Context: an optimization exercise on an open-source flow, tuned for small area and a short achievable clock period. The choices shown serve that exercise and are no tape-out recipe. In this exercise RTL edits were held to simulation tests only and were not proved equivalent to the original. No run shown here takes its clock network from TritonCTS; it comes from the design's own scripts or RTL. The flow treats the clock pin as an ideal source. Dropping or thinning the clock tree relies on that and would not hold on a real chip. Power figures rest on the tool's default switching activity, not on a simulated workload.

`design/flow/flow/run.sh`:
```
#!/bin/bash
# Layout flow: the standard ORFS flow, with extra ORFS settings from flow/extra.mk
# appended to config.mk (smaller port buffers, repair targets) and a flat two-level
# clock tree built by flow/mycts.tcl in place of TritonCTS (flow/pre_cts.tcl).
# Each tool's output goes to a log file in this folder.
set -euo pipefail
here=$(pwd)
cat "$here/flow/extra.mk" >> "$here/config.mk"
echo "export PRE_CTS_TCL = $here/flow/pre_cts.tcl" >> "$here/config.mk"
bash "$here/standard.sh" > "$here/orfs_make.log" 2>&1
```
`design/flow/flow/extra.mk`:
```
export BUFFER_PORTS_ARGS = -buffer_cell sky130_fd_sc_hd__buf_1
export SYNTH_ARGS = -noabc
export SETUP_SLACK_MARGIN = 6.4
export MYCTS_N = 12
export MYCTS_ROOTS = 4
export MYCTS_CELL = sky130_fd_sc_hd__clkbuf_16
export MYCTS_ROOTCELL = sky130_fd_sc_hd__clkbuf_8
```
`design/flow/flow/mycts.tcl`:
```
# Flat clock tree: the clock port drives NCTS clkbuf cells, each of which drives the clock
# pins of one cluster of flip-flops (k-means on placed locations). Balanced by construction.
set nbuf [expr {[info exists ::env(MYCTS_N)] ? $::env(MYCTS_N) : 4}]
set bufcell [expr {[info exists ::env(MYCTS_CELL)] ? $::env(MYCTS_CELL) : "sky130_fd_sc_hd__clkbuf_16"}]
set block [ord::get_db_block]
set clknet [$block findNet clk]
set sinks {}
foreach it [$clknet getITerms] {
  set inst [$it getInst]
  set bb [$inst getBBox]
  lappend sinks [list [$inst getName] [$it getMTerm] [expr {([$bb xMin] + [$bb xMax]) / 2.0}] [expr {([$bb yMin] + [$bb yMax]) / 2.0}]]
}
set n [llength $sinks]
puts "MYCTS sinks $n buffers $nbuf"
# k-means, seeded by sorting on angle around the centroid
set cx 0; set cy 0
foreach s $sinks { set cx [expr {$cx + [lindex $s 2]}]; set cy [expr {$cy + [lindex $s 3]}] }
set cx [expr {$cx / $n}]; set cy [expr {$cy / $n}]
set ang {}
foreach s $sinks { lappend ang [list [expr {atan2([lindex $s 3] - $cy, [lindex $s 2] - $cx)}] $s] }
set ang [lsort -real -index 0 $ang]
set cent {}
for {set k 0} {$k < $nbuf} {incr k} {
  set s [lindex [lindex $ang [expr {int(($k + 0.5) * $n / $nbuf)}]] 1]
  lappend cent [list [expr {($cx + [lindex $s 2]) / 2.0}] [expr {($cy + [lindex $s 3]) / 2.0}]]
}
set cap [expr {int(ceil(1.0 * $n / $nbuf)) + 2}]
for {set iter 0} {$iter < 30} {incr iter} {
  # balanced assignment: sinks sorted by best-cluster distance, capacity-limited
  set cnt [lrepeat $nbuf 0]
  set assign {}
  set pairs {}
  set i 0
  foreach s $sinks {
    for {set k 0} {$k < $nbuf} {incr k} {
      set c [lindex $cent $k]
      lappend pairs [list [expr {abs([lindex $s 2] - [lindex $c 0]) + abs([lindex $s 3] - [lindex $c 1])}] $i $k]
    }
    incr i
  }
  set pairs [lsort -real -index 0 $pairs]
  array unset asg
  foreach p $pairs {
    lassign $p d i k
    if {[info exists asg($i)]} continue
    if {[lindex $cnt $k] >= $cap} continue
    set asg($i) $k
    lset cnt $k [expr {[lindex $cnt $k] + 1}]
  }
  set newc {}
  for {set k 0} {$k < $nbuf} {incr k} { lappend newc {0 0 0} }
  for {set i 0} {$i < $n} {incr i} {
    set k $asg($i); set s [lindex $sinks $i]
    lassign [lindex $newc $k] a b m
    lset newc $k [list [expr {$a + [lindex $s 2]}] [expr {$b + [lindex $s 3]}] [expr {$m + 1}]]
  }
  set cent {}
  foreach c $newc { lassign $c a b m; lappend cent [list [expr {$a / max($m,1)}] [expr {$b / max($m,1)}]] }
}
for {set k 0} {$k < $nbuf} {incr k} {
  set pins {}
  for {set i 0} {$i < $n} {incr i} {
    if {$asg($i) == $k} {
      set s [lindex $sinks $i]
      lappend pins [get_pins "[lindex $s 0]/[[lindex $s 1] getName]"]
    }
  }
  set c [lindex $cent $k]
  set dbu [$block getDbUnitsPerMicron]
  puts "MYCTS cluster $k: [llength $pins] sinks at [expr {[lindex $c 0] / $dbu}] [expr {[lindex $c 1] / $dbu}]"
  insert_buffer -buffer_cell $bufcell -net clk -load_pins $pins \
    -location [list [expr {[lindex $c 0] / $dbu}] [expr {[lindex $c 1] / $dbu}]] \
    -buffer_name myclkbuf_$k -net_name myclknet_$k
  set s0 [lindex $sinks [lsearch -exact -integer -index 0 [lmap i [lsort -integer [array names asg]] {list $asg($i)}] $k]]
  set lnet [[[$block findInst [lindex $s0 0]] findITerm [[lindex $s0 1] getName]] getNet]
  $lnet setSigType CLOCK
  puts "MYCTS net [$lnet getName] driver of [llength [$lnet getITerms]] pins"
}
# second level: the clock port drives NROOT buffers, each feeding a share of the leaf buffers
set nroot [expr {[info exists ::env(MYCTS_ROOTS)] ? $::env(MYCTS_ROOTS) : 1}]
set rootcell [expr {[info exists ::env(MYCTS_ROOTCELL)] ? $::env(MYCTS_ROOTCELL) : $bufcell}]
if {$nroot > 0} {
  set leaves {}
  foreach it [$clknet getITerms] {
    set inst [$it getInst]
    set bb [$inst getBBox]
    lappend leaves [list [$inst getName] [[$it getMTerm] getName] [expr {([$bb xMin] + [$bb xMax]) / 2.0}] [expr {([$bb yMin] + [$bb yMax]) / 2.0}]]
  }
  # split leaves into nroot groups by angle around their centroid
  set lx 0; set ly 0
  foreach l $leaves { set lx [expr {$lx + [lindex $l 2]}]; set ly [expr {$ly + [lindex $l 3]}] }
  set lx [expr {$lx / [llength $leaves]}]; set ly [expr {$ly / [llength $leaves]}]
  set la {}
  foreach l $leaves { lappend la [list [expr {atan2([lindex $l 3] - $ly, [lindex $l 2] - $lx)}] $l] }
  set la [lsort -real -index 0 $la]
  set nl [llength $la]
  for {set r 0} {$r < $nroot} {incr r} {
    set pins {}; set gx 0; set gy 0; set gm 0
    for {set i [expr {$r * $nl / $nroot}]} {$i < ($r + 1) * $nl / $nroot} {incr i} {
      set l [lindex [lindex $la $i] 1]
      lappend pins [get_pins "[lindex $l 0]/[lindex $l 1]"]
      set gx [expr {$gx + [lindex $l 2]}]; set gy [expr {$gy + [lindex $l 3]}]; incr gm
    }
    set dbu [$block getDbUnitsPerMicron]
    puts "MYCTS root $r: $gm leaf buffers"
    insert_buffer -buffer_cell $rootcell -net clk -load_pins $pins \
      -location [list [expr {$gx / $gm / $dbu}] [expr {$gy / $gm / $dbu}]] \
      -buffer_name myclkroot_$r -net_name myclkrootnet_$r
    set l [lindex [lindex $la [expr {$r * $nl / $nroot}]] 1]
    [[[$block findInst [lindex $l 0]] findITerm [lindex $l 1]] getNet] setSigType CLOCK
  }
}
$clknet setSigType CLOCK
global_connect
set_propagated_clock [all_clocks]
```
`design/flow/flow/pre_cts.tcl`:
```
# PRE_CTS hook: build the clock tree with mycts.tcl and skip TritonCTS.
source [file join [file dirname [info script]] mycts.tcl]
rename clock_tree_synthesis {}
proc clock_tree_synthesis {args} { puts "clock tree built by mycts.tcl; TritonCTS skipped" }
```
`design/flow/standard.sh`:
```
#!/bin/bash
# synth_recipe.tcl (not shown) runs the flow's synth.tcl, then flattens the netlist and writes it again
# the make line also repeats each setting of config.mk as NAME=value (left out here)
make -C /OpenROAD-flow-scripts/flow DESIGN_CONFIG=/design/flow/config.mk WORK_HOME=/design/flow/orfs CLKGATE_MAP_FILE= SYNTH_SCRIPT=/design/flow/synth_recipe.tcl "${@:-finish}"
```
`design/flow/config.mk`:
```
export PLATFORM = sky130hd
export DESIGN_NAME = HW
export DESIGN_NICKNAME = HW
export VERILOG_FILES = /design/flow/design.v
export SDC_FILE = /design/flow/constraint.sdc
export NUM_CORES = 4
export LEC_CHECK = 0
export CAP_MARGIN = 20
export CORE_MARGIN = 2
export CORE_UTILIZATION = 40
export SLEW_MARGIN = 20
export BUFFER_PORTS_ARGS = -buffer_cell sky130_fd_sc_hd__buf_1
export SYNTH_ARGS = -noabc
export SETUP_SLACK_MARGIN = 6.4
export MYCTS_N = 12
export MYCTS_ROOTS = 4
export MYCTS_CELL = sky130_fd_sc_hd__clkbuf_16
export MYCTS_ROOTCELL = sky130_fd_sc_hd__clkbuf_8
export PRE_CTS_TCL = /design/flow/flow/pre_cts.tcl
```
`design/flow/constraint.sdc`:
```
create_clock -name core_clock -period 9.0 [get_ports {clk}]
set_input_delay 1.8000 -clock core_clock [delete_from_list [all_inputs] [get_ports {clk}]]
set_output_delay 1.8000 -clock core_clock [all_outputs]
set_load 0.01 [all_outputs]
```
`design/flow/design.v`:
```
module HW(clk, rst, din, do0, do1, do2, count, di0, mo);
    input clk;
    input rst;
    input [49:0] din;
    output reg [9:0] do0;
    output reg [9:0] do1;
    output reg [9:0] do2;
    output [6:0] count;
    output [29:0] di0;
    output [89:0] mo;
    reg [3:0] cnt;
    assign count = {3'b000, cnt};
    reg [29:0] x012;      
    reg [19:0] x34;       
    reg [89:0] hist;      
    reg [9:0] d0, d1, d2;
    reg [8:0] e0, e1, e2;
    assign di0 = x012;
    assign mo = hist;
    wire [9:0] x0 = x012[9:0];
    wire [9:0] x1 = x012[19:10];
    wire [9:0] x2 = x012[29:20];
    wire [9:0] x3 = x34[9:0];
    wire [9:0] x4 = x34[19:10];
    always @(posedge clk, posedge rst) begin
        if (rst) begin
            cnt <= 4'd0;
            x012 <= 30'd0;
            x34 <= 20'd0;
            hist <= 90'd0;
            do0 <= 10'd0; do1 <= 10'd0; do2 <= 10'd0;
            d0 <= 10'd0; d1 <= 10'd0; d2 <= 10'd0;
            e0 <= 9'd0; e1 <= 9'd0; e2 <= 9'd0;
        end else begin
            cnt <= (cnt == 4'd10) ? 4'd0 : cnt + 4'd1;
            x012 <= din[29:0];
            x34 <= din[49:30];
            hist <= {hist[59:0], x012};
            do0 <= {x0[7:0], 2'b00} + {x1[7:0], 2'b00} + {x2[7:0], 2'b00} + d0 + {d0[8:0], 1'b0} + {e0, 1'b0};
            do1 <= {x1[7:0], 2'b00} + {x2[7:0], 2'b00} + {x3[7:0], 2'b00} + d1 + {d1[8:0], 1'b0} + {e1, 1'b0};
            do2 <= {x2[7:0], 2'b00} + {x3[7:0], 2'b00} + {x4[7:0], 2'b00} + d2 + {d2[8:0], 1'b0} + {e2, 1'b0};
            d0 <= x0 + x1 + x2;
            d1 <= x1 + x2 + x3;
            d2 <= x2 + x3 + x4;
            e0 <= d0[8:0];
            e1 <= d1[8:0];
            e2 <= d2[8:0];
        end
    end
endmodule
```
==> summary.md, run 1 <==
| Metric | Value |
|---|---|
| Status | timing/DRC/antenna clean |
| Die Y | 156 um |
| Cell Area, Synth | 9240 um2 |
| Post-synth top area cell | dfrtp_1 |
| Via count | 5,064 |
| Clock power share | 0.113 |
| Sequential Power Share | 0.279 |
| Routed Antenna Nets | 0 |
| Critical path launch point type | flip-flop |
| Top delay family on crit path | buffers and inverters |
| Clk pin slew, worst setup/hold paths | 0.08 ns |
| CP max stage delay | 0.47 ns |
| 1st-pass router iterations | 4 |
| Total stage count of the critical path | 4 |
| Syn Inst Count | 524 |
| Total gr overflow | 0 |
| CP Max Fanout | 4 |
| Area delta synth->final | 28.1% |
| Tightest Pin Transition | 0.847 ns |
| Number of global-route vias before repair | 5,475 |
| R2r setup slk | 5.93 ns |
| Crit end category | output pin |
| WS Path Type | flip-flop to output pin |
| Post-DP HPWL | 13,000 um |
| Register area share after synthesis | 0.618 |
| Top cell type's share of synthesized area | 0.618 |
| Worst-Skew Late Latency | 0.32 ns |
| Leakage | 5.31 nW |
| Multi-input logic area | 3640 um2 |
| Antenna violations before repair | 0 |
| Avg WL per Cell | 16.7 um |
| Upper clock frequency limit | 0.325 GHz |
| Reg2reg end | do1[9] |
| Post-place setup slack | 5.53 ns |
| Register Area | 5730 um2 |
| Initial Utilization | 0.408 |
| EDFF count, synth | 0 |
| Layout Skew | 0.0186 ns |
| Core ar. | 22,600 um2 |
| DR vias/cell | 4.64 |
| First-pass GRT wire length | 29,100 um |
| Fin. max-slew vios | 0 |
| Int Power | 3.25 mW |
| Die width | 156 um |
| Power density cells | 436 nW/um2 |
| Final period utilization | 0.342 |
| Top cells by area, synth | dfrtp_1 62%, fa_1 21%, ha_1 5.6% |
| Total wire length | 18,200 um |
| Starting DRT DRC Count | 197 |
| Largest net degree at the start of global routing | 97 |
| Max_slew headroom | 0.432 |
| Syn_area_per_cell | 17.6 um2 |
| Unique cell type count in the Yosys netlist | 29 |
| Post-layout util | 0.523 |
| Top-count cell post-synth | dfrtp_1 |
| Reg2reg start | x012[13] |
| Final min period | 3.07 ns |
| I/O Pins | 209 |
| Buffers added on ports | 205 |
| Synth top cells by count | 228 x dfrtp_1, 96 x fa_1, 41 x ha_1 |
| Asr flop ratio synth | 1.00 |
| Sw Ratio | 0.369 |
| # diodes | 0 |
| Final net count | 998 |
| Worst vdd ir | 0.303 mV |
| # DRC | 0 |
| Gpl congestion | 0.728 |
| RSZ-0062 raised after global routing | yes |
| Synth Warn # | 1 |
| Total power | 5.15 mW |
| Final Setup Violations | 0 |
| FF-to-FF path depth | 9 |
| Crit path buf inv count | 4 |
| Synth Register Bits | 228 |
| Comb pwr share | 0.608 |
| Worst setup margin | 5.93 ns |
| CP endpoint | di0[11] |
| Final hold vios | 0 |
| Layout filler cell count | 1,921 |
| Max-cap viol count | 0 |
| Die Area | 24,300 um2 |
| Final setup TNS | 0 ns |
| Critical Path AT | 1.27 ns |
| Synth Flop Type | dfrtp_1 |
| Critical Path Slowest Stage Cell | dfrtp_2 |
| Worst Hold Class | flip-flop to flip-flop |
| Sw power | 1.90 mW |
| Std-Cell Rows | 55 |
| Share of layout cells above drive strength 1 | 0.352 |
| Crit-path most repeated cell | buf_6 |
| Crit path from | x012[11] |
| Worst path cell trace | buf_4, buf_6, buf_6, buf_2 |
| CP required | 7.20 ns |
| GR Util All Layers | 0.150 |
## layout by cell type (no fill, tap or decap), drive strengths merged, types with 2 or more instances in the layout
cell and n:
fa 96, a211oi 6, nor2 11, a21o 11, o21a 2, o21ai 12
buf 176, clkinvlp 2, a21oi 18, a31oi 3, dfrtp 228, ha 41
nor2b 4, conb 3, o21bai 5, xor2 18, nor3 3, inv 5
xnor2 40, clkbuf 110, nand2b 2, nand2 4
## cells by family (layout without fill, tap and decap cells)
group	count (synthesis)	in the layout	share of synthesized area
AOI/OAI and AO/OA	61	61	0.0421
xor gates and xnor gates	58	58	0.0550
adders and majority gates	137	137	0.264
buffers and inverters	12	293	0.00731
DFF	228	228	0.618
other	1	3	0.000406
and+or+nand+nor	27	27	0.0138
## how the worst min path moves through the flow
stage                         from  endpoint  cells after the start
after floorplan              d0[0]     e0[0]                      0
after global placement    hist[33]  hist[63]                      0
after detailed placement  hist[58]  hist[88]                      0
after CTS                 hist[40]  hist[70]                      0
after global routing      hist[40]  hist[70]                      0
final                     hist[40]  hist[70]                      0
## metrics by stage
| stage | hold slack, ns | area [um2] | std cells |
|---|---|---|---|
| 2_1_floorplan | 0.386 | 9250 | 526 |
| 3_3_place_gp | 0.355 | 10400 | 1011 |
| 3_5_place_dp | 0.359 | 10400 | 1011 |
| 4_1_cts | 0.373 | 11400 | 1071 |
| 5_1_grt | 0.382 | 11800 | 1092 |
| 6_report | 0.376 | 11800 | 1092 |
## power groups by stage
stage | clock, mW | combinational, mW | sequential (mW)
after global placement | 0 | 2.51 | 1.46
after detailed placement | 0 | 2.57 | 1.46
final | 0.584 | 3.13 | 1.44
after global routing | 0.641 | 3.56 | 1.47
after CTS | 0.607 | 3.02 | 1.44
after floorplan | 0 | 2.01 | 1.47
## final cells by class, without the clock buffers
cell class / instances / share of cell area
Multi-Input combinational cell: 286 / 0.308
Sequential cell: 228 / 0.485
Tap cell: 285 / 0.0301
Inverter: 6 / 0.00222
Timing Repair Buffer: 270 / 0.145
Timing Repair inverter: 1 / 0.000423
## worst register-to-register path, cell delays in order (launching register included)
cell and delay [ns]:
dfrtp_2 0.46, fa_1 0.59, fa_1 0.43, fa_1 0.47
ha_1 0.31, a21o_1 0.19, a21oi_2 0.17, o21bai_1 0.09
a21oi_1 0.17, xnor2_1 0.13
## state kept, by name, summed over array words and instances, names as in the netlist
register  flops
x34          20
cnt           4
d0           10
x012         30
e0            9
d1           10
hist         90
do2           9
e2            9
do1           9
e1            9
d2           10
do0           9
## repair_timing
action | CTS | global route
gates resized for setup | 107 | 161
gates cloned | 2 | 0
pin swaps | 39 | 19
endpoints found under the setup margin | 364 | 278
hold buffers | 0 | 0
buffers inserted | 42 | 21
## metal layers
layer | GRT usage | vias up | wire length, um
met3 | 0.0283 | 24 | 1300
li1 | - | 2275 | -
met5 | 0 | - | 0
met4 | 0.0210 | 0 | 299
met1 | 0.200 | 2597 | 7400
met2 | 0.263 | 168 | 9230
==> run 2, diff against run 1 <==
==> design/flow/flow/extra.mk (replaced) <==
export BUFFER_PORTS_ARGS = -buffer_cell sky130_fd_sc_hd__buf_1
export SYNTH_ARGS = -noabc
export SETUP_SLACK_MARGIN = 6.2
export MYCTS_N = 12
export MYCTS_ROOTS = 4
export MYCTS_CELL = sky130_fd_sc_hd__clkbuf_16
export MYCTS_ROOTCELL = sky130_fd_sc_hd__clkbuf_8
--- a/design/flow/config.mk
+++ b/design/flow/config.mk
@@ -11,7 +11,7 @@
 export SLEW_MARGIN = 20
 export BUFFER_PORTS_ARGS = -buffer_cell sky130_fd_sc_hd__buf_1
 export SYNTH_ARGS = -noabc
-export SETUP_SLACK_MARGIN = 6.4
+export SETUP_SLACK_MARGIN = 6.2
 export MYCTS_N = 12
 export MYCTS_ROOTS = 4
 export MYCTS_CELL = sky130_fd_sc_hd__clkbuf_16
==> run 2 against run 1 <==
Net effect:
- still clean on timing, DRC and antenna
- core utilization down 3.0 points
- synthesized cell count unchanged
- cell area down 5.8%
- via count down 3.3%
- sequential share of layout area up 2.9 points
- setup slack worse by 0.033 ns
- global-route usage down 0.068 points
- die area unchanged
- maximum frequency down 1.1%
- combinational power down 3%
- sequential power about the same
- critical endpoint is now do1[8]
- largest cell class unchanged
==> summary.md, run 2 <==
| Metric | Value |
|---|---|
| Tightest Pin Transition | 0.540 ns (-0.308 ns) |
| Syn_area_per_cell | 17.6 um2 (unchanged) |
| Register Area | 5730 um2 (about the same) |
| Worst Hold Class | flip-flop to flip-flop |
| Upper clock frequency limit | 0.322 GHz (-1.1%) |
| Power density cells | 453 nW/um2 (+4.0%) |
| Final hold vios | 0 (unchanged) |
| # DRC | 0 (unchanged) |
| Critical Path AT | 3.34 ns (+2.07 ns) |
| Top-count cell post-synth | dfrtp_1 |
| Layout filler cell count | 2,000 (+4.1%) |
| I/O Pins | 209 (unchanged) |
| GR Util All Layers | 0.149 (-0.000676) |
| Starting DRT DRC Count | 103 (-48%) |
| Avg WL per Cell | 17.0 um (+1.7%) |
| Initial Utilization | 0.408 (unchanged) |
| Synth top cells by count | 228 x dfrtp_1, 96 x fa_1, 41 x ha_1 |
| Commonest non-fill, non-tap cell in the layout | dfrtp_1 |
| CP required | 9.24 ns (+2.04 ns) |
| Final net count | 959 (-3.9%) |
| Worst vdd ir | 0.299 mV (-1.2%) |
| Via count | 4,895 (-3.3%) |
| Final min period | 3.11 ns (+0.0328 ns) |
| Synth Flop Type | dfrtp_1 |
| Max-cap viol count | 0 (unchanged) |
| Total wire length | 17,900 um (-2.0%) |
| Asr flop ratio synth | 1.00 (unchanged) |
| Critical path launch point type | flip-flop |
| EDFF count, synth | 0 (unchanged) |
| Layout Skew | 0.0165 ns (-0.00214 ns) |
| Status | timing/DRC/antenna clean |
| Top cells by area, synth | dfrtp_1 62%, fa_1 21%, ha_1 5.6% |
| Post-synth top area cell | dfrtp_1 |
| Top cell type's share of synthesized area | 0.618 (unchanged) |
| Final period utilization | 0.345 (+0.00365) |
| Cell Area, Synth | 9240 um2 (unchanged) |
| Register name with the most flops | hist |
| FF-to-FF path depth | 8 (-1) |
| Area delta synth->final | 20.7% |
| Unique cell type count in the Yosys netlist | 29 (unchanged) |
| # diodes | 0 (unchanged) |
| Hold buffer count at CTS | 0 (unchanged) |
| Largest register FFs | 90 (unchanged) |
| RSZ-0062 raised after global routing | yes |
| First-pass GRT wire length | 29,100 um (-0.24%) |
| Number of global-route vias before repair | 5,425 (-0.91%) |
| DR vias/cell | 4.65 (+0.24%) |
| WS Path Type | flip-flop to flip-flop |
| Share of layout cells above drive strength 1 | 0.137 (-0.215) |
| Die Y | 156 um (unchanged) |
| Total power | 5.05 mW (-2.0%) |
| Gpl congestion | 0.711 (-2.3%) |
| Post-DP HPWL | 13,300 um (+2.0%) |
| Final setup TNS | 0 ns (unchanged) |
| Max_slew headroom | 0.640 (+0.208) |
| Total gr overflow | 0 (unchanged) |
| Largest net degree at the start of global routing | 80 (-18%) |
| Leading registers by flop count | hist (90), x012 (30), x34 (20) |
| Antenna violations before repair | 0 (unchanged) |
| Clk pin slew, worst setup/hold paths | 0.08 ns (about the same) |
| Register area share after synthesis | 0.618 (unchanged) |
| Synth Register Bits | 228 (unchanged) |
| Core ar. | 22,600 um2 (unchanged) |
| Buffers added on ports | 205 (unchanged) |
| Worst-Skew Late Latency | 0.32 ns (about the same) |
| Routed Antenna Nets | 0 (unchanged) |
| Std-Cell Rows | 55 (unchanged) |
| Die Area | 24,300 um2 (unchanged) |
| Min-Delay Path Depth | 0 (unchanged) |
| Multi-input logic area | 3610 um2 (-0.89%) |
| Die width | 156 um (unchanged) |
| Syn Inst Count | 524 (unchanged) |
| Final Setup Violations | 0 (unchanged) |
| 1st-pass router iterations | 4 (unchanged) |
| Fin. max-slew vios | 0 (unchanged) |
| CP Max Fanout | 4 (unchanged) |
| Leading cell types in the layout, fill and taps excluded | 207 x dfrtp_1, 198 x buf_1, 82 x fa_1, 38 x xnor2_1, 37 x ha_1 |
| Leakage | 4.69 nW (-12%) |
| Crit end category | flip-flop |
| Synth Warn # | 1 (unchanged) |
-- run 2: cell families (layout without fill, tap and decap cells) --
group	after synthesis	in the layout	synth area share
AO/OA/AOI/OAI	61	61	0.0421
adder cells (fa/ha/maj)	137	137	0.264
flip-flops	228	228	0.618
other	1	3	0.000406
buffers and inverters	12	254	0.00731
AND/OR/NAND/NOR	27	27	0.0138
XOR/XNOR	58	58	0.0550
-- run 2: worst max-delay path: stages, from the launching register on --
cell	delay [ns]
dfrtp_2	0.46
fa_2	0.51
fa_1	0.56
fa_1	0.46
ha_4	0.20
fa_2	0.39
a21o_1	0.20
a21oi_2	0.13
xnor2_1	0.13
-- run 2: timing repair --
action | in CTS | in global routing
gates cloned | 1 | 0
setup buffers | 15 | 9
endpoints found under the setup margin | 195 | 109
resized for setup | 48 | 26
pin swaps | 39 | 18
-- run 2: power by group --
| group | internal [mW] | switching, mW |
|---|---|---|
| clock | 0.279 | 0.301 |
| sequential | 1.29 | 0.136 |
| combinational | 1.60 | 1.44 |
| total | 3.17 | 1.88 |
-- run 2: stage by stage --
step / util / instances / worst slack (ns) / area (um2) / hold WS, ns
floorplan: - / 526 / 4.22 / 9250 / 0.386
global placement: 0.458 / 1012 / 5.54 / 10400 / 0.358
detailed placement: 0.458 / 1012 / 5.47 / 10400 / 0.358
CTS: 0.485 / 1044 / 5.95 / 11000 / 0.365
global route: 0.493 / 1053 / 5.82 / 11200 / 0.380
finish: 0.493 / 1053 / 5.89 / 11200 / 0.366
-- run 2: worst paths after layout --
check                           startpoint       end  slack [ns]
worst min register to register    hist[42]  hist[72]        0.37
worst max-delay path              x012[12]    do1[8]        5.89
worst min-delay path              hist[42]  hist[72]        0.37
worst max register to register    x012[12]    do1[8]        5.89
max in group asynchronous              rst     e0[7]        6.41
min in group asynchronous              rst  hist[63]        1.63
-- run 2: layer usage --
metal  vias to the layer above  global-route usage  part of all wire  routed length (um)
met5                         -                   0                 0                   0
met4                         0              0.0192             0.015                 261
met3                        20              0.0322             0.076                1350
met2                       173               0.251              0.49                8830
met1                      2502               0.206              0.42                7430
li1                       2200                   -                 -                   -
-- run 2: layout make-up, without the clock buffers --
| class | instances | area share |
|---|---|---|
| Tap cell | 285 | 0.0320 |
| Timing Repair Buffer | 232 | 0.0963 |
| Inverter | 6 | 0.00236 |
| Sequential cell | 228 | 0.514 |
| Multi-Input combinational cell | 286 | 0.323 |
==> run 3, diff against run 2 <==
==> design/flow/flow/extra.mk (replaced) <==
export BUFFER_PORTS_ARGS = -buffer_cell sky130_fd_sc_hd__buf_1
export SYNTH_ARGS = -noabc
export SETUP_SLACK_MARGIN = 6.0
export MYCTS_N = 12
export MYCTS_ROOTS = 4
export MYCTS_CELL = sky130_fd_sc_hd__clkbuf_16
export MYCTS_ROOTCELL = sky130_fd_sc_hd__clkbuf_8
--- a/design/flow/config.mk
+++ b/design/flow/config.mk
@@ -7,11 +7,11 @@
 export LEC_CHECK = 0
 export CAP_MARGIN = 20
 export CORE_MARGIN = 2
-export CORE_UTILIZATION = 40
+export CORE_UTILIZATION = 60
 export SLEW_MARGIN = 20
 export BUFFER_PORTS_ARGS = -buffer_cell sky130_fd_sc_hd__buf_1
 export SYNTH_ARGS = -noabc
-export SETUP_SLACK_MARGIN = 6.2
+export SETUP_SLACK_MARGIN = 6.0
 export MYCTS_N = 12
 export MYCTS_ROOTS = 4
 export MYCTS_CELL = sky130_fd_sc_hd__clkbuf_16
==> run 3 against run 2 <==
Net effect:
- sequential power about the same
- via count down 0.78%
- sequential share of layout area up 1.5 points
- setup slack gained 0.076 ns
- hold slack better by 0.0073 ns
- critical path depth rose by 1
- global-route usage rose by 6.9 points
- final cell count decreased by 10%
- first-iteration DRC count grew 56%
- register-to-register slack better by 0.08 ns
==> summary.md, run 3 <==
| Metric | Value |
|---|---|
| Max-cap viol count | 0 (unchanged) |
| Initial Utilization | 0.610 (+0.202) |
| Largest family of logic cells by synthesized area | adder cells |
| # diodes | 0 (unchanged) |
| CP Max Fanout | 3 (-1) |
| Largest net degree at the start of global routing | 140 (+75%) |
| Power density cells | 452 nW/um2 (-0.12%) |
| Post-synth top area cell | dfrtp_1 |
| # DRC | 0 (unchanged) |
| Synth Area in Simple Gates | 0.0138 (unchanged) |
| Total wire length | 17,100 um (-4.4%) |
| Synth top cells by count | 228 x dfrtp_1, 96 x fa_1, 41 x ha_1 |
| Final net count | 950 (-0.94%) |
| Area delta synth->final | 17.1% |
| Crit end category | flip-flop |
| Placed cell count | 915 (-9.6%) |
| RSZ-0062 raised after global routing | yes |
| Top cell type's share of synthesized area | 0.618 (unchanged) |
| Asr flop ratio synth | 1.00 (unchanged) |
| Total gr overflow | 0 (unchanged) |
| EDFF count, synth | 0 (unchanged) |
| Max_slew headroom | 0.392 (-0.248) |
| XOR/XNOR share of the synthesized area | 0.0550 (unchanged) |
| Leading registers by flop count | hist (90), x012 (30), x34 (20) |
| Syn_area_per_cell | 17.6 um2 (unchanged) |
| Cell Area, Synth | 9240 um2 (unchanged) |
| Buffers added on ports | 205 (unchanged) |
| Area post-placement | 10,200 um2 (-1.2%) |
| Final instance area | 10,800 um2 (-3.0%) |
| Final period utilization | 0.337 (-0.00843) |
| Std-Cell Rows | 45 (-18%) |
| Antenna violations before repair | 0 (unchanged) |
| Register name with the most flops | hist |
| First-pass GRT wire length | 27,900 um (-4.0%) |
| Number of global-route vias before repair | 5,450 (+0.46%) |
| Avg WL per Cell | 18.0 um (+6.3%) |
| Hold buffer count at CTS | 0 (unchanged) |
| Multiplexer share of the synthesized area | 0 (unchanged) |
| Register area share after synthesis | 0.618 (unchanged) |
| Worst-Skew Late Latency | 0.31 ns (about the same) |
| DR vias/cell | 5.13 (+10%) |
| Unique cell type count in the Yosys netlist | 29 (unchanged) |
| WS Path Type | flip-flop to flip-flop |
| Final hold vios | 0 (unchanged) |
| Non-filler cells, final | 947 (-10%) |
| I/O Pins | 209 (unchanged) |
| GR Util All Layers | 0.218 (+0.0695) |
| Critical Path AT | 3.27 ns (-0.07 ns) |
| Upper clock frequency limit | 0.330 GHz (+2.5%) |
| Largest register FFs | 90 (unchanged) |
| Critical path launch point type | flip-flop |
| Synth Register Bits | 228 (unchanged) |
| Die Y | 128 um (-18%) |
| Leading cell types in the layout, fill and taps excluded | 218 x dfrtp_1, 205 x buf_1, 84 x fa_1, 39 x xnor2_1, 38 x ha_1 |
| Layout filler cell count | 1,047 (-48%) |
| Die Area | 16,400 um2 (-33%) |
| Syn Inst Count | 524 (unchanged) |
| Starting DRT DRC Count | 161 (+56%) |
| Status | timing/DRC/antenna clean |
| Worst vdd ir | 0.304 mV (+1.8%) |
| Routed Antenna Nets | 0 (unchanged) |
| Synth Flop Type | dfrtp_1 |
| Final Setup Violations | 0 (unchanged) |
| Share of layout cells above drive strength 1 | 0.0922 (-0.0445) |
| Tightest Pin Transition | 0.907 ns (+0.367 ns) |
| Clk pin slew, worst setup/hold paths | 0.08 ns (about the same) |
| Top cells by area, synth | dfrtp_1 62%, fa_1 21%, ha_1 5.6% |
| Synth Warn # | 1 (unchanged) |
| CP required | 9.24 ns (about the same) |
| Gpl congestion | 0.792 (+11%) |
| Top-count cell post-synth | dfrtp_1 |
| Layout Skew | 0.0245 ns (+0.00799 ns) |
| Leakage | 4.60 nW (-2.0%) |
| Synth Area in Compound Gates | 0.0421 (unchanged) |
| 1st-pass router iterations | 4 (unchanged) |
| Via count | 4,857 (-0.78%) |
| Worst Hold Class | flip-flop to flip-flop |
| Synth Area in Adders | 0.264 (unchanged) |
| Final setup TNS | 0 ns (unchanged) |
| Die width | 128 um (-18%) |
| Fin. max-slew vios | 0 (unchanged) |
| Final min period | 3.03 ns (-0.0758 ns) |
| Core ar. | 15,100 um2 (-33%) |
| Commonest non-fill, non-tap cell in the layout | dfrtp_1 |
| Post-DP HPWL | 13,000 um (-2.4%) |
-- run 3: critical path, stage by stage (launching register included) --
cell     delay [ns]
dfrtp_1        0.41
fa_1           0.53
fa_1           0.58
fa_2           0.47
ha_4           0.18
fa_2           0.36
a21oi_2        0.14
nor2_1         0.05
nor2_1         0.12
xnor2_1        0.12
-- run 3: final cells by class, without the clock buffers --
| cell class | instances | area (um2) | share of cell area |
|---|---|---|---|
| Sequential cell | 228 | 5720 | 0.529 |
| Timing Repair inverter | 1 | 5.00 | 0.000463 |
| Inverter | 6 | 26.3 | 0.00243 |
| Multi-Input combinational cell | 286 | 3550 | 0.328 |
| Tap cell | 188 | 235 | 0.0217 |
| Timing Repair Buffer | 222 | 925 | 0.0855 |
-- run 3: per-layer routing --
metal | up-vias | part of all wire | global-route usage
met3 | 18 | 0.060 | 0.0351
met5 | - | 0 | 0
met1 | 2493 | 0.41 | 0.296
li1 | 2179 | - | -
met4 | 0 | 0.017 | 0.0323
met2 | 167 | 0.51 | 0.389
-- run 3: final timing paths --
path	startpoint	end	slack [ns]	cells after the start
worst max-delay path	d2[3]	do2[8]	5.97	9
min in group asynchronous	rst	x012[23]	1.67	2
worst min register to register	hist[5]	hist[35]	0.37	0
worst min-delay path	hist[5]	hist[35]	0.37	0
max in group asynchronous	rst	x012[20]	6.34	3
worst max register to register	d2[3]	do2[8]	5.97	9
-- run 3: what timing repair did --
| item | CTS | global route |
|---|---|---|
| buffers inserted | 14 | 1 |
| cloned | 0 | 1 |
| resized for setup | 24 | 12 |
| pin swaps | 38 | 5 |
| setup endpoints to repair | 10 | 188 |
-- run 3: report_power, final --
| group | internal, mW | switching (mW) |
|---|---|---|
| sequential | 1.29 | 0.140 |
| clock | 0.278 | 0.293 |
| combinational | 1.49 | 1.40 |
| total | 3.06 | 1.83 |
-- run 3: cell families (layout without fill, tap and decap cells) --
kind of cell,Yosys count,in the layout
DFF,228,228
adders and majority gates,137,137
AOI/OAI and AO/OA,61,61
xor gates and xnor gates,58,58
and+or+nand+nor,27,27
buffers and inverters,12,245
other,1,3
-- run 3: per-stage QoR --
step	setup WS (ns)	power, mW	hold WS, ns	utilization
4_1_cts	5.93	4.83	0.374	0.711
3_3_place_gp	5.78	3.94	0.355	0.676
5_1_grt	5.81	5.39	0.385	0.714
2_1_floorplan	4.22	3.48	0.386	-
3_5_place_dp	5.70	4.03	0.357	0.676
6_report	5.97	4.89	0.373	0.714
==> run 4, diff against run 3 <==
--- a/design/flow/config.mk
+++ b/design/flow/config.mk
@@ -7,7 +7,7 @@
 export LEC_CHECK = 0
 export CAP_MARGIN = 20
 export CORE_MARGIN = 2
-export CORE_UTILIZATION = 60
+export CORE_UTILIZATION = 75
 export SLEW_MARGIN = 20
 export BUFFER_PORTS_ARGS = -buffer_cell sky130_fd_sc_hd__buf_1
 export SYNTH_ARGS = -noabc
==> run 4 against run 3 <==
Net effect:
- still clean
- global-route usage up 7.3 points
- critical path depth unchanged
- clock power up 1%
- hold slack better by 0.0035 ns
- routed wire length up 18%
- register-to-register slack worse by 0.12 ns
- clock skew about the same
- die area down 19%
- final cell count down 3.6%
- largest cell class unchanged
- highest routed layer unchanged
==> summary.md, run 4 <==
| Metric | Value |
|---|---|
| Status | timing/DRC/antenna clean |
| Routed Antenna Nets | 0 (unchanged) |
| Starting DRT DRC Count | 323 (+100%) |
| Initial Utilization | 0.769 (+0.159) |
| Post-DP HPWL | 13,000 um (+0.39%) |
| Via count | 5,190 (+6.9%) |
| Std-Cell Rows | 40 (-11%) |
| EDFF count, synth | 0 (unchanged) |
| Post-synth top area cell | dfrtp_1 |
| Worst-Skew Late Latency | 0.32 ns (about the same) |
| Commonest non-fill, non-tap cell in the layout | dfrtp_1 |
| Hold slack | 0.377 ns (+0.00350 ns) |
| RSZ-0062 raised after global routing | yes |
| GR Util All Layers | 0.291 (+0.0730) |
| Syn Inst Count | 524 (unchanged) |
| Max_slew headroom | 0.575 (+0.183) |
| Largest register FFs | 90 (unchanged) |
| WS Path Type | flip-flop to flip-flop |
| Leakage | 4.66 nW (+1.2%) |
| Unique cell type count in the Yosys netlist | 29 (unchanged) |
| Critical Path AT | 3.38 ns (+0.11 ns) |
| Power density cells | 510 nW/um2 (+13%) |
| Final period utilization | 0.350 (+0.0131) |
| Final hold vios | 0 (unchanged) |
| Core ar. | 12,000 um2 (-21%) |
| 1st-pass router iterations | 4 (unchanged) |
| Avg WL per Cell | 22.0 um (+22%) |
| # diodes | 0 (unchanged) |
| Die width | 115 um (-10%) |
| Clk pin slew, worst setup/hold paths | 0.08 ns (about the same) |
| Crit path buf inv count | 0 (unchanged) |
| CP max stage delay | 0.53 ns (-0.05 ns) |
| Crit end category | flip-flop |
| Top-count cell post-synth | dfrtp_1 |
| Final net count | 957 (+0.74%) |
| Synth Warn # | 1 (unchanged) |
| DR vias/cell | 5.68 (+11%) |
| CP Max Fanout | 5 (+2) |
| Top cells by area, synth | dfrtp_1 62%, fa_1 21%, ha_1 5.6% |
| Area delta synth->final | 17.9% |
| Critical path launch point type | flip-flop |
| Worst Hold Class | flip-flop to flip-flop |
| Leading cell types in the layout, fill and taps excluded | 220 x dfrtp_1, 205 x buf_1, 83 x fa_1, 37 x xnor2_1, 37 x ha_1 |
| Die Area | 13,200 um2 (-19%) |
| Buffers added on ports | 205 (unchanged) |
| Total wire length | 20,100 um (+18%) |
| # DRC | 0 (unchanged) |
| Synth Register Bits | 228 (unchanged) |
| Die Y | 115 um (-10%) |
| Share of layout cells above drive strength 1 | 0.110 (+0.0174) |
| Antenna violations before repair | 0 (unchanged) |
| Cell Area, Synth | 9240 um2 (unchanged) |
| I/O Pins | 209 (unchanged) |
| Leading registers by flop count | hist (90), x012 (30), x34 (20) |
| Largest net degree at the start of global routing | 83 (-41%) |
| Total gr overflow | 0 (unchanged) |
| Layout Skew | 0.0246 ns (+0.000143 ns) |
| Final Setup Violations | 0 (unchanged) |
| Worst vdd ir | 0.348 mV (+14%) |
| Number of global-route vias before repair | 5,724 (+5.0%) |
| Gpl congestion | 0.799 (+0.82%) |
| Tightest Pin Transition | 0.637 ns (-0.269 ns) |
| Final min period | 3.15 ns (+0.117 ns) |
| Fin. max-slew vios | 0 (unchanged) |
| First-pass GRT wire length | 29,400 um (+5.3%) |
| Synth top cells by count | 228 x dfrtp_1, 96 x fa_1, 41 x ha_1 |
| Upper clock frequency limit | 0.318 GHz (-3.7%) |
| Synth Flop Type | dfrtp_1 |
| Max-cap viol count | 0 (unchanged) |
| Top cell type's share of synthesized area | 0.618 (unchanged) |
| Worst path cell trace | fa_2, fa_1, fa_1, ha_1, a21o_1, a21oi_2, o21bai_1, a21oi_2, xnor2_1 |
| Critical Path Slowest Stage Cell | fa_2 |
| CP required | 9.23 ns (about the same) |
| Register area share after synthesis | 0.618 (unchanged) |
| Final setup TNS | 0 ns (unchanged) |
| Register name with the most flops | hist |
| Top delay family on crit path | adder cells |
| Syn_area_per_cell | 17.6 um2 (unchanged) |
| Asr flop ratio synth | 1.00 (unchanged) |
==> run 4: kinds of logic (layout without fill, tap and decap cells) <==
logic type | Yosys count | after routing | share of synthesized area
flops | 228 | 228 | 0.618
fa+ha+maj | 137 | 137 | 0.264
compound gates | 61 | 61 | 0.0421
xor+xnor | 58 | 58 | 0.0550
simple gates | 27 | 27 | 0.0138
buf+inv | 12 | 252 | 0.00731
other cells | 1 | 3 | 0.000406
==> run 4: final timing paths <==
kind	from	end	slack (ns)	depth (start not counted)
min in group asynchronous	rst	do0[3]	1.70	3
worst max register to register	x012[22]	do2[9]	5.85	9
worst min register to register	hist[24]	hist[54]	0.38	0
worst max-delay path	x012[22]	do2[9]	5.85	9
worst min-delay path	hist[24]	hist[54]	0.38	0
max in group asynchronous	rst	x012[23]	6.26	4
==> run 4: layer usage <==
metal,GRT usage,wire [um],vias to the layer above
met3,0.0416,1260,62
li1,-,-,2189
met5,0,0,-
met4,0.0876,809,0
met1,0.366,7040,2699
met2,0.535,11000,240
==> run 4: where the power goes <==
| part | switching (mW) | internal (mW) | leakage (nW) | total [mW] |
|---|---|---|---|---|
| clock network | 0.299 | 0.279 | 0.177 | 0.578 |
| logic | 1.73 | 1.81 | 1.83 | 3.53 |
| registers | 0.153 | 1.29 | 2.65 | 1.44 |
| total | 2.18 | 3.38 | 4.66 | 5.56 |
==> run 4: layout make-up, without the clock buffers <==
cell class | count | area, um2
multi-input combinational | 286 | 3630
fill | 437 | 1120
inverter | 6 | 26.3
tap | 147 | 184
timing repair buffer | 230 | 987
sequential | 228 | 5720
==> run 4: repair_timing <==
item / in CTS / in global routing
buffers inserted: 17 / 5
pin swaps: 37 / 16
hold buffers: 0 / 0
resized for setup: 31 / 20
endpoints found under the setup margin: 171 / 90
==> run 4: per-stage QoR <==
step | cell area (um2) | utilization | total power, mW | std cells | setup WS [ns]
2_1_floorplan | 9250 | - | 3.48 | 526 | 4.22
4_1_cts | 10800 | 0.896 | 5.10 | 908 | 5.88
6_report | 10900 | 0.907 | 5.56 | 913 | 5.85
3_3_place_gp | 10200 | 0.848 | 3.88 | 875 | 5.37
5_1_grt | 10900 | 0.907 | 5.99 | 913 | 5.75
3_5_place_dp | 10200 | 0.848 | 4.03 | 875 | 5.25
==> run 5, diff against run 4 <==
--- a/design/flow/config.mk
+++ b/design/flow/config.mk
@@ -7,7 +7,7 @@
 export LEC_CHECK = 0
 export CAP_MARGIN = 20
 export CORE_MARGIN = 2
-export CORE_UTILIZATION = 75
+export CORE_UTILIZATION = 40
 export SLEW_MARGIN = 20
 export BUFFER_PORTS_ARGS = -buffer_cell sky130_fd_sc_hd__buf_1
 export SYNTH_ARGS = -noabc
==> run 5 against run 4 <==
Net effect:
- area after synthesis unchanged
- final cell count is 14% higher
- global-route usage down 15 points
- die area rose by 84%
- highest routed layer unchanged
- combinational power shrank 16%
- flip-flop and latch count is the same
- sequential power barely moved
- first-iteration DRC count fell by 49%
- register-to-register slack improved by 0.11 ns
- clock skew shrank 0.0065 ns
==> summary.md, run 5 <==
| Metric | Value |
|---|---|
| Worst-Skew Late Latency | 0.32 ns (about the same) |
| Via count | 4,867 (-6.2%) |
| Worst path cell trace | fa_2, fa_1, fa_2, ha_4, fa_2, a21o_1, a21oi_2, xnor2_1 |
| WS Path Type | flip-flop to flip-flop |
| Synth top cells by count | 228 x dfrtp_1, 96 x fa_1, 41 x ha_1 |
| Critical Path Slowest Stage Cell | fa_1 |
| Std-Cell Rows | 55 (+38%) |
| Synth Area in Simple Gates | 0.0138 (unchanged) |
| Tightest Pin Transition | 0.733 ns (+0.0957 ns) |
| Top-count cell post-synth | dfrtp_1 |
| Crit end category | flip-flop |
| Largest family of logic cells by synthesized area | adder cells |
| Synth Flop Type | dfrtp_1 |
| Worst vdd ir | 0.307 mV (-12%) |
| Number of global-route vias before repair | 5,258 (-8.1%) |
| Critical Path AT | 3.27 ns (-0.11 ns) |
| Post-DP HPWL | 13,100 um (+0.80%) |
| I/O Pins | 209 (unchanged) |
| GR Util All Layers | 0.145 (-0.146) |
| Register name with the most flops | hist |
| Status | timing/DRC/antenna clean |
| Post-layout util | 0.486 (-0.421) |
| Top cell type's share of synthesized area | 0.618 (unchanged) |
| Die Area | 24,300 um2 (+84%) |
| Clk pin slew, worst setup/hold paths | 0.08 ns (about the same) |
| Leading cell types in the layout, fill and taps excluded | 216 x dfrtp_1, 205 x buf_1, 82 x fa_1, 39 x xnor2_1, 36 x ha_1 |
| XOR/XNOR share of the synthesized area | 0.0550 (unchanged) |
| Layout filler cell count | 1,982 (+350%) |
| Share of layout cells above drive strength 1 | 0.100 (-0.00953) |
| # diodes | 0 (unchanged) |
| Area post-placement | 10,400 um2 (+1.7%) |
| Largest register FFs | 90 (unchanged) |
| Die width | 156 um (+36%) |
| Hold path startpoint | hist[30] |
| Core ar. | 22,600 um2 (+88%) |
| Crit-path most repeated cell | fa_2 |
| Buffers added on ports | 205 (unchanged) |
| Cell Area, Synth | 9240 um2 (unchanged) |
| DR vias/cell | 4.66 (-18%) |
| Total wire length | 17,600 um (-12%) |
| Total power | 4.99 mW (-10%) |
| Commonest non-fill, non-tap cell in the layout | dfrtp_1 |
| Antenna violations before repair | 0 (unchanged) |
| Synth Warn # | 1 (unchanged) |
| Upper clock frequency limit | 0.330 GHz (+3.8%) |
| Worst Hold Class | flip-flop to flip-flop |
| Final instance area | 11,000 um2 (+0.93%) |
| Die Y | 156 um (+36%) |
| Crit path from | x012[12] |
| EDFF count, synth | 0 (unchanged) |
| First-pass GRT wire length | 28,100 um (-4.3%) |
| Starting DRT DRC Count | 164 (-49%) |
| # DRC | 0 (unchanged) |
| Asr flop ratio synth | 1.00 (unchanged) |
| Syn Inst Count | 524 (unchanged) |
| RSZ-0062 raised after global routing | yes |
| Unique cell type count in the Yosys netlist | 29 (unchanged) |
| Final setup TNS | 0 ns (unchanged) |
| Fin. max-slew vios | 0 (unchanged) |
| Final min period | 3.03 ns (-0.114 ns) |
| Critical path launch point type | flip-flop |
| CP required | 9.24 ns (about the same) |
| Max-cap viol count | 0 (unchanged) |
| Leading registers by flop count | hist (90), x012 (30), x34 (20) |
| Layout Skew | 0.0182 ns (-0.00646 ns) |
| Leakage | 4.61 nW (-0.92%) |
| CP Max Fanout | 3 (-2) |
| Register Area | 5720 um2 (about the same) |
| Register area share after synthesis | 0.618 (unchanged) |
| 1st-pass router iterations | 4 (unchanged) |
| Avg WL per Cell | 16.9 um (-23%) |
| Initial Utilization | 0.408 (-0.361) |
| Final hold vios | 0 (unchanged) |
| Largest net degree at the start of global routing | 88 (+6.0%) |
| Gpl congestion | 0.720 (-9.8%) |
| Synth Register Bits | 228 (unchanged) |
| Final period utilization | 0.337 (-0.0127) |
| Max_slew headroom | 0.511 (-0.0638) |
| Hold buffer count at CTS | 0 (unchanged) |
| Routed Antenna Nets | 0 (unchanged) |
| Top cells by area, synth | dfrtp_1 62%, fa_1 21%, ha_1 5.6% |
| Synth Area in Adders | 0.264 (unchanged) |
| Total gr overflow | 0 (unchanged) |
| Post-synth top area cell | dfrtp_1 |
| Synth Area in Compound Gates | 0.0421 (unchanged) |
| Reg2reg start | x012[12] |
| Multi-input logic area | 3580 um2 (-1.2%) |
| Syn_area_per_cell | 17.6 um2 (unchanged) |
| Power density cells | 454 nW/um2 (-11%) |
| Multiplexer share of the synthesized area | 0 (unchanged) |
| Final Setup Violations | 0 (unchanged) |
| Area delta synth->final | 19.0% |
| CP max stage delay | 0.57 ns (+0.04 ns) |
| Final net count | 950 (-0.73%) |
| Hold slack | 0.371 ns (-0.00593 ns) |
run 5: cell families after synthesis:
kind of cell	after synthesis
fa+ha+maj	137
compound gates	61
flops	228
buf+inv	12
xor+xnor	58
simple gates	27
other cells	1
run 5: final timing paths:
check	endpoint	cells past startpoint	slack [ns]
hold reg to reg	hist[60]	0	0.37
hold / removal	hist[60]	0	0.37
min in group asynchronous	hist[63]	3	1.68
setup reg to reg	do1[8]	8	5.97
setup / recovery	do1[8]	8	5.97
max in group asynchronous	x012[14]	4	6.21
run 5: worst max-delay path, delay by kind of cell, from the launching register on:
family	cells	cell delay (ns)
fa+ha+maj	5	2.07
xor+xnor	1	0.13
flops	1	0.45
compound gates	2	0.31
run 5: final cells by class, without the clock buffers:
type | instances | share of cell area
Sequential cell | 228 | 0.520
Multi-Input combinational cell | 286 | 0.326
Tap cell | 285 | 0.0324
Timing Repair Buffer | 223 | 0.0867
Inverter | 6 | 0.00239
run 5: where the power goes:
group / switching, mW / total (mW) / leakage, nW / internal (mW)
sequential: 0.144 / 1.44 / 2.64 / 1.29
clock: 0.300 / 0.579 / 0.177 / 0.279
combinational: 1.40 / 2.97 / 1.79 / 1.57
run 5: timing repair:
item / 4_1_cts / 5_1_grt
gates cloned: 1 / 0
endpoints found under the setup margin: 183 / 8
pin swaps: 39 / 12
buffers inserted: 14 / 1
resized for setup: 32 / 9
run 5: metal layers:
layer / vias to the layer above / GRT usage / routed length [um]
met4: 0 / 0.0249 / 319
li1: 2180 / - / -
met5: - / 0 / 0
met3: 21 / 0.0300 / 1360
met2: 179 / 0.248 / 8630
met1: 2487 / 0.196 / 7290
run 5: stage by stage:
step / worst slack, ns / std cells
after floorplan: 4.22 / 526
after global placement: 5.61 / 1012
after detailed placement: 5.55 / 1012
after CTS: 5.94 / 1043
after global routing: 5.83 / 1044
final: 5.97 / 1044
==> run 6, diff against run 5 <==
==> design/flow/flow/extra.mk (replaced) <==
export BUFFER_PORTS_ARGS = -buffer_cell sky130_fd_sc_hd__buf_1
export SYNTH_ARGS = -noabc
export SETUP_SLACK_MARGIN = 5.9
export MYCTS_N = 12
export MYCTS_ROOTS = 4
export MYCTS_CELL = sky130_fd_sc_hd__clkbuf_16
export MYCTS_ROOTCELL = sky130_fd_sc_hd__clkbuf_8
--- a/design/flow/config.mk
+++ b/design/flow/config.mk
@@ -11,7 +11,7 @@
 export SLEW_MARGIN = 20
 export BUFFER_PORTS_ARGS = -buffer_cell sky130_fd_sc_hd__buf_1
 export SYNTH_ARGS = -noabc
-export SETUP_SLACK_MARGIN = 6.0
+export SETUP_SLACK_MARGIN = 5.9
 export MYCTS_N = 12
 export MYCTS_ROOTS = 4
 export MYCTS_CELL = sky130_fd_sc_hd__clkbuf_16
==> run 6 against run 5 <==
Net effect:
- final cell count is 0.19% lower
- die area stayed put
- sequential power hardly changed
- largest power group unchanged
- routed wire length is 2.9% lower
- combinational power is 6% lower
- core utilization is 0.43 points lower
- global-route usage is 0.26 points lower
- register-to-register slack worse by 0.05 ns
==> summary.md, run 6 <==
| Metric | Value |
|---|---|
| Hold buffer count at CTS | 0 (unchanged) |
| Routed Antenna Nets | 0 (unchanged) |
| Worst path cell trace | fa_1, fa_1, fa_1, ha_1, a21o_1, a21oi_2, o21bai_1, a21oi_1, xnor2_1 |
| Worst Hold Class | flip-flop to flip-flop |
| Post-DP HPWL | 13,100 um (-0.21%) |
| Die Y | 156 um (unchanged) |
| Crit path buf inv count | 0 (unchanged) |
| Leakage | 4.58 nW (-0.73%) |
| Die Area | 24,300 um2 (unchanged) |
| CP max stage delay | 0.57 ns (about the same) |
| Share of layout cells above drive strength 1 | 0.0911 (-0.00898) |
| Core ar. | 22,600 um2 (unchanged) |
| Final hold vios | 0 (unchanged) |
| Gpl congestion | 0.769 (+6.8%) |
| Initial Utilization | 0.408 (unchanged) |
| Final net count | 948 (-0.21%) |
| Post-synth top area cell | dfrtp_1 |
| Power density cells | 439 nW/um2 (-3.1%) |
| Leading cell types in the layout, fill and taps excluded | 213 x dfrtp_1, 205 x buf_1, 87 x fa_1, 40 x xnor2_1, 38 x ha_1 |
| Synth Flop Type | dfrtp_1 |
| Die width | 156 um (unchanged) |
| Max-cap viol count | 0 (unchanged) |
| Top-count cell post-synth | dfrtp_1 |
| Clk pin slew, worst setup/hold paths | 0.08 ns (about the same) |
| First-pass GRT wire length | 27,800 um (-1.1%) |
| WS Path Type | flip-flop to flip-flop |
| Starting DRT DRC Count | 188 (+15%) |
| Final setup TNS | 0 ns (unchanged) |
| Asr flop ratio synth | 1.00 (unchanged) |
| # diodes | 0 (unchanged) |
| Tightest Pin Transition | 0.787 ns (+0.0535 ns) |
| Antenna violations before repair | 0 (unchanged) |
| Int Power | 3.00 mW (-4.6%) |
| Top cells by area, synth | dfrtp_1 62%, fa_1 21%, ha_1 5.6% |
| # DRC | 0 (unchanged) |
| Cell Area, Synth | 9240 um2 (unchanged) |
| DR vias/cell | 4.63 (-0.78%) |
| CP required | 9.23 ns (about the same) |
| Synth Register Bits | 228 (unchanged) |
| Top delay family on crit path | adder cells |
| Number of global-route vias before repair | 5,256 (-0.038%) |
| Critical Path AT | 3.32 ns (+0.05 ns) |
| Leading registers by flop count | hist (90), x012 (30), x34 (20) |
| Sw power | 1.79 mW (-2.9%) |
| Register area share after synthesis | 0.618 (unchanged) |
| Std-Cell Rows | 55 (unchanged) |
| Comb pwr share | 0.580 (-0.016) |
| Critical path launch point type | flip-flop |
| Final period utilization | 0.342 (+0.00526) |
| GR Util All Layers | 0.142 (-0.00261) |
| Largest net degree at the start of global routing | 78 (-11%) |
| Max_slew headroom | 0.476 (-0.0356) |
| EDFF count, synth | 0 (unchanged) |
| Sw Ratio | 0.373 (+0.00419) |
| Layout Skew | 0.0153 ns (-0.00290 ns) |
| Total wire length | 17,100 um (-2.9%) |
| CP Max Fanout | 3 (unchanged) |
| Largest register FFs | 90 (unchanged) |
| Register name with the most flops | hist |
| Top cell type's share of synthesized area | 0.618 (unchanged) |
| Upper clock frequency limit | 0.324 GHz (-1.5%) |
| Critical Path Slowest Stage Cell | fa_1 |
| Area post-placement | 10,400 um2 (about the same) |
| 1st-pass router iterations | 4 (unchanged) |
| RSZ-0062 raised after global routing | yes |
| Final instance area | 10,900 um2 (-0.88%) |
| Worst-Skew Late Latency | 0.31 ns (about the same) |
| Sequential Power Share | 0.299 (+0.011) |
| Avg WL per Cell | 16.4 um (-2.7%) |
| Buffers added on ports | 205 (unchanged) |
| Synth Warn # | 1 (unchanged) |
| Status | timing/DRC/antenna clean |
| Placed cell count | 1,013 (+0.099%) |
| Commonest non-fill, non-tap cell in the layout | dfrtp_1 |
| Via count | 4,820 (-0.97%) |
| Unique cell type count in the Yosys netlist | 29 (unchanged) |
| Layout filler cell count | 2,051 (+3.5%) |
| Synth top cells by count | 228 x dfrtp_1, 96 x fa_1, 41 x ha_1 |
| Final Setup Violations | 0 (unchanged) |
| Clock power share | 0.121 (+0.005) |
| Worst vdd ir | 0.248 mV (-19%) |
| Crit end category | flip-flop |
| Syn Inst Count | 524 (unchanged) |
| Area delta synth->final | 18.0% |
| Syn_area_per_cell | 17.6 um2 (unchanged) |
| Fin. max-slew vios | 0 (unchanged) |
| I/O Pins | 209 (unchanged) |
| Total gr overflow | 0 (unchanged) |
| Non-filler cells, final | 1,042 (-0.19%) |
| Final min period | 3.08 ns (+0.0473 ns) |
| Crit-path most repeated cell | fa_1 |
==> run 6: worst register-to-register path, cell delays in order (launching register included) <==
cell      delay, ns
dfrtp_2        0.45
fa_1           0.51
fa_1           0.57
fa_1           0.46
ha_1           0.29
a21o_1         0.18
a21oi_2        0.15
o21bai_1       0.09
a21oi_1        0.17
xnor2_1        0.13
==> run 6: worst paths after layout <==
kind	from	endpoint	slack, ns	depth (start not counted)
setup / recovery	d1[4]	do1[9]	5.92	9
hold / removal	hist[33]	hist[63]	0.38	0
setup reg to reg	d1[4]	do1[9]	5.92	9
hold reg to reg	hist[33]	hist[63]	0.38	0
max in group asynchronous	rst	d2[3]	6.21	4
min in group asynchronous	rst	hist[34]	1.54	2
==> run 6: power groups by stage <==
stage	Sequential [mW]	Clock (mW)	Combinational, mW
CTS	1.44	0.600	2.78
finish	1.43	0.580	2.78
detailed placement	1.46	0	2.56
global route	1.46	0.641	3.19
floorplan	1.47	0	2.01
global placement	1.45	0	2.50
==> run 6: cell families (layout without fill, tap and decap cells) <==
family	count (synthesis)	count (layout)	share of synthesized area
compound gates	61	61	0.0421
other cells	1	3	0.000406
buf+inv	12	243	0.00731
xor+xnor	58	58	0.0550
flops	228	228	0.618
fa+ha+maj	137	137	0.264
simple gates	27	27	0.0138
==> run 6: metrics by stage <==
step | power, mW | worst slack [ns] | util | hold slack (ns)
6_report | 4.79 | 5.92 | 0.481 | 0.376
5_1_grt | 5.30 | 5.75 | 0.481 | 0.390
4_1_cts | 4.81 | 5.91 | 0.479 | 0.378
3_5_place_dp | 4.01 | 4.90 | 0.457 | 0.362
3_3_place_gp | 3.95 | 5.02 | 0.457 | 0.358
2_1_floorplan | 3.48 | 4.22 | - | 0.386
==> run 6: routing by layer <==
| layer | vias up | track usage | share of wire |
|---|---|---|---|
| met3 | 19 | 0.0306 | 0.081 |
| met2 | 173 | 0.244 | 0.49 |
| li1 | 2172 | - | - |
| met5 | - | 0 | 0 |
| met1 | 2456 | 0.194 | 0.42 |
| met4 | 0 | 0.0175 | 0.014 |
==> run 6: timing repair <==
action                     in CTS  in global routing
setup endpoints to repair      83                 85
pin swaps                      21                 21
buffers inserted               10                  3
gates resized for setup        25                 13
==> run 6: layout make-up, without the clock buffers <==
cell class                 instances  area, um2  area share
multi-input combinational        286       3530       0.324
timing repair buffer             221        910      0.0835
tap                              285        357      0.0327
inverter                           6       26.3     0.00241
sequential                       228       5720       0.525
==> run 7, diff against run 6 <==
==> design/flow/flow/extra.mk (replaced) <==
export BUFFER_PORTS_ARGS = -buffer_cell sky130_fd_sc_hd__buf_1
export SYNTH_ARGS = -noabc
export SETUP_SLACK_MARGIN = 6.1
export MYCTS_N = 12
export MYCTS_ROOTS = 4
export MYCTS_CELL = sky130_fd_sc_hd__clkbuf_16
export MYCTS_ROOTCELL = sky130_fd_sc_hd__clkbuf_8
--- a/design/flow/config.mk
+++ b/design/flow/config.mk
@@ -11,7 +11,7 @@
 export SLEW_MARGIN = 20
 export BUFFER_PORTS_ARGS = -buffer_cell sky130_fd_sc_hd__buf_1
 export SYNTH_ARGS = -noabc
-export SETUP_SLACK_MARGIN = 5.9
+export SETUP_SLACK_MARGIN = 6.1
 export MYCTS_N = 12
 export MYCTS_ROOTS = 4
 export MYCTS_CELL = sky130_fd_sc_hd__clkbuf_16
==> run 7 against run 6 <==
Net effect:
- hold slack got worse by 0.0080 ns
- power rose by 6.8%
- register-to-register slack is essentially flat
==> summary.md, run 7 <==
| Metric | Value |
|---|---|
| Total gr overflow | 0 (unchanged) |
| I/O Pins | 209 (unchanged) |
| Gpl congestion | 0.727 (-5.4%) |
| Asr flop ratio synth | 1.00 (unchanged) |
| Final net count | 964 (+1.7%) |
| CP Max Fanout | 3 (unchanged) |
| Starting DRT DRC Count | 167 (-11%) |
| Unique cell type count in the Yosys netlist | 29 (unchanged) |
| Final Setup Violations | 0 (unchanged) |
| Fin. max-slew vios | 0 (unchanged) |
| Post-synth top area cell | dfrtp_1 |
| Upper clock frequency limit | 0.326 GHz (+0.43%) |
| Die Area | 24,300 um2 (unchanged) |
| Share of layout cells above drive strength 1 | 0.133 (+0.0421) |
| Antenna violations before repair | 0 (unchanged) |
| Die Y | 156 um (unchanged) |
| Std-Cell Rows | 55 (unchanged) |
| Crit path from | x012[22] |
| Worst-Skew Late Latency | 0.32 ns (about the same) |
| First-pass GRT wire length | 27,900 um (+0.22%) |
| CP required | 9.23 ns (about the same) |
| Cell Area, Synth | 9240 um2 (unchanged) |
| Synth top cells by count | 228 x dfrtp_1, 96 x fa_1, 41 x ha_1 |
| Final setup TNS | 0 ns (unchanged) |
| Syn Inst Count | 524 (unchanged) |
| Leading cell types in the layout, fill and taps excluded | 212 x dfrtp_1, 202 x buf_1, 82 x fa_1, 37 x xnor2_1, 37 x ha_1 |
| Max-cap viol count | 0 (unchanged) |
| Final min period | 3.07 ns (-0.0132 ns) |
| Power density cells | 459 nW/um2 (+4.5%) |
| Hold slack | 0.368 ns (-0.00802 ns) |
| Top-count cell post-synth | dfrtp_1 |
| Leading registers by flop count | hist (90), x012 (30), x34 (20) |
| Buffers added on ports | 205 (unchanged) |
| Post-place setup slack | 5.06 ns (+0.161 ns) |
| Final hold vios | 0 (unchanged) |
| Clk pin slew, worst setup/hold paths | 0.08 ns (about the same) |
| Die width | 156 um (unchanged) |
| Core ar. | 22,600 um2 (unchanged) |
| Hold path startpoint | hist[51] |
| Worst Hold Class | flip-flop to flip-flop |
| Commonest non-fill, non-tap cell in the layout | dfrtp_1 |
| Syn_area_per_cell | 17.6 um2 (unchanged) |
| Status | timing/DRC/antenna clean |
| Largest net degree at the start of global routing | 93 (+19%) |
| GR Util All Layers | 0.143 (+0.000705) |
| Avg WL per Cell | 16.3 um (-0.39%) |
| Synth Warn # | 1 (unchanged) |
| 1st-pass router iterations | 4 (unchanged) |
| Leakage | 4.70 nW (+2.5%) |
| Top cell type's share of synthesized area | 0.618 (unchanged) |
| Critical Path AT | 3.30 ns (-0.02 ns) |
| EDFF count, synth | 0 (unchanged) |
| Synth Flop Type | dfrtp_1 |
| Area delta synth->final | 20.6% |
| Via count | 4,857 (+0.77%) |
| # diodes | 0 (unchanged) |
| Final period utilization | 0.341 (-0.00147) |
| # DRC | 0 (unchanged) |
| Post-DP HPWL | 13,200 um (+0.64%) |
| Register area share after synthesis | 0.618 (unchanged) |
| Placed cell count | 1,013 (unchanged) |
| Worst vdd ir | 0.343 mV (+38%) |
| Worst setup margin | 5.93 ns (+0.0132 ns) |
| Critical path launch point type | flip-flop |
| WS Path Type | flip-flop to flip-flop |
| Number of global-route vias before repair | 5,269 (+0.25%) |
| Routed Antenna Nets | 0 (unchanged) |
| Non-filler cells, final | 1,058 (+1.5%) |
| RSZ-0062 raised after global routing | yes |
| Layout Skew | 0.0233 ns (+0.00800 ns) |
| Initial Utilization | 0.408 (unchanged) |
| Register name with the most flops | hist |
| Crit end category | flip-flop |
| Top cells by area, synth | dfrtp_1 62%, fa_1 21%, ha_1 5.6% |
| Largest register FFs | 90 (unchanged) |
| Synth Register Bits | 228 (unchanged) |
| Tightest Pin Transition | 0.614 ns (-0.173 ns) |
| Post-layout util | 0.492 (+0.0107) |
| Reg2reg start | x012[22] |
| Max_slew headroom | 0.591 (+0.115) |
| DR vias/cell | 4.59 (-0.76%) |
| Total wire length | 17,300 um (+1.1%) |
run 7: power by group:
part | switching (mW) | total (mW) | internal, mW
Combinational | 1.45 | 3.11 | 1.65
Clock | 0.302 | 0.581 | 0.279
Sequential | 0.138 | 1.43 | 1.29
Total | 1.89 | 5.12 | 3.23
run 7: final timing paths:
check / endpoint / slack (ns) / cells after the start
min reg2reg: hist[81] / 0.37 / 0
max reg2reg: do1[9] / 5.93 / 10
max: do1[9] / 5.93 / 10
max in group asynchronous: x012[27] / 6.33 / 4
min: hist[81] / 0.37 / 0
min in group asynchronous: hist[63] / 1.68 / 3
run 7: routing by layer:
layer  vias up  wire length (um)  track usage
met4         0               280       0.0210
li1       2199                 -            -
met3        17              1270       0.0286
met2       173              8380        0.245
met5         -                 0            0
met1      2468              7360        0.196
run 7: cell families (layout without fill, tap and decap cells):
| kind of cell | Yosys count | after routing | share of synthesized area |
|---|---|---|---|
| compound gates | 61 | 61 | 0.0421 |
| simple gates | 27 | 27 | 0.0138 |
| flops | 228 | 228 | 0.618 |
| other cells | 1 | 3 | 0.000406 |
| xor+xnor | 58 | 58 | 0.0550 |
| fa+ha+maj | 137 | 137 | 0.264 |
| buf+inv | 12 | 259 | 0.00731 |
run 7: worst max-delay path: stages, from the launching register on:
cell and delay [ns]:
dfrtp_2 0.44, buf_12 0.14, fa_2 0.54, fa_1 0.44
fa_2 0.39, ha_1 0.30, a21o_1 0.17, a21oi_2 0.15
o21bai_1 0.12, a21oi_2 0.15, xnor2_1 0.14
run 7: what timing repair did:
action	in CTS	in global routing
hold buffers	0	0
buffers inserted	19	10
pin swaps	41	16
resized for setup	41	22
endpoints found under the setup margin	174	161
run 7: area by class of cell, without the clock buffers:
class                      instances  area (um2)
sequential                       228        5730
fill                            1967       11500
multi-input combinational        286        3620
timing repair buffer             237        1060
inverter                           6        26.3
tap                              285         357
run 7: through the flow:
stage	power (mW)	cell area, um2
global route	5.67	11100
detailed placement	4.01	10400
floorplan	3.48	9250
finish	5.12	11100
global placement	3.95	10400
CTS	5.09	11000

-- separate check: timing with driven ports --
In the flow no input, the clock included, has a driving cell. The finished layouts below were timed again as built, in two steps.
Step 1, drivers: a clkbuf_16 drives clk and a buf_2 each remaining input, both assumed.
Step 2, shift: input delay + t, output delay - t, t = (earliest + latest rising clock arrival at the registers) / 2. This alone moves slack from input paths to output paths.
Slacks: no drivers / after step 1 / after step 2; pairs: no drivers / after step 1.
run	shift t [ns]	setup slack, ns	worst hold slack (ns)	worst setup path at the end	worst slew at a driven data input, ns
run 1	0.387	5.926 / 5.851 / 5.928	0.376 / 0.376 / 0.376	register to register	0.05
run 2	0.389	5.893 / 5.893 / 5.893	0.366 / 0.366 / 0.366	register to register	0.04
run 3	0.379	5.969 / 5.969 / 5.969	0.373 / 0.373 / 0.373	register to register	0.05
run 4	0.374	5.851 / 5.852 / 5.852	0.377 / 0.377 / 0.377	register to register	0.05
run 5	0.381	5.965 / 5.965 / 5.880	0.371 / 0.371 / 0.371	input, reset recovery	0.04
run 6	0.387	5.918 / 5.918 / 5.876	0.376 / 0.376 / 0.376	input, reset recovery	0.04
run 7	0.386	5.931 / 5.931 / 5.931	0.368 / 0.368 / 0.368	register to register	0.05
After both steps every run listed still meets setup and hold. The setup slack of run 5, which loses most, moves by 0.000 ns with the drivers and by -0.085 ns with both steps. Setup slack includes reset recovery checks.
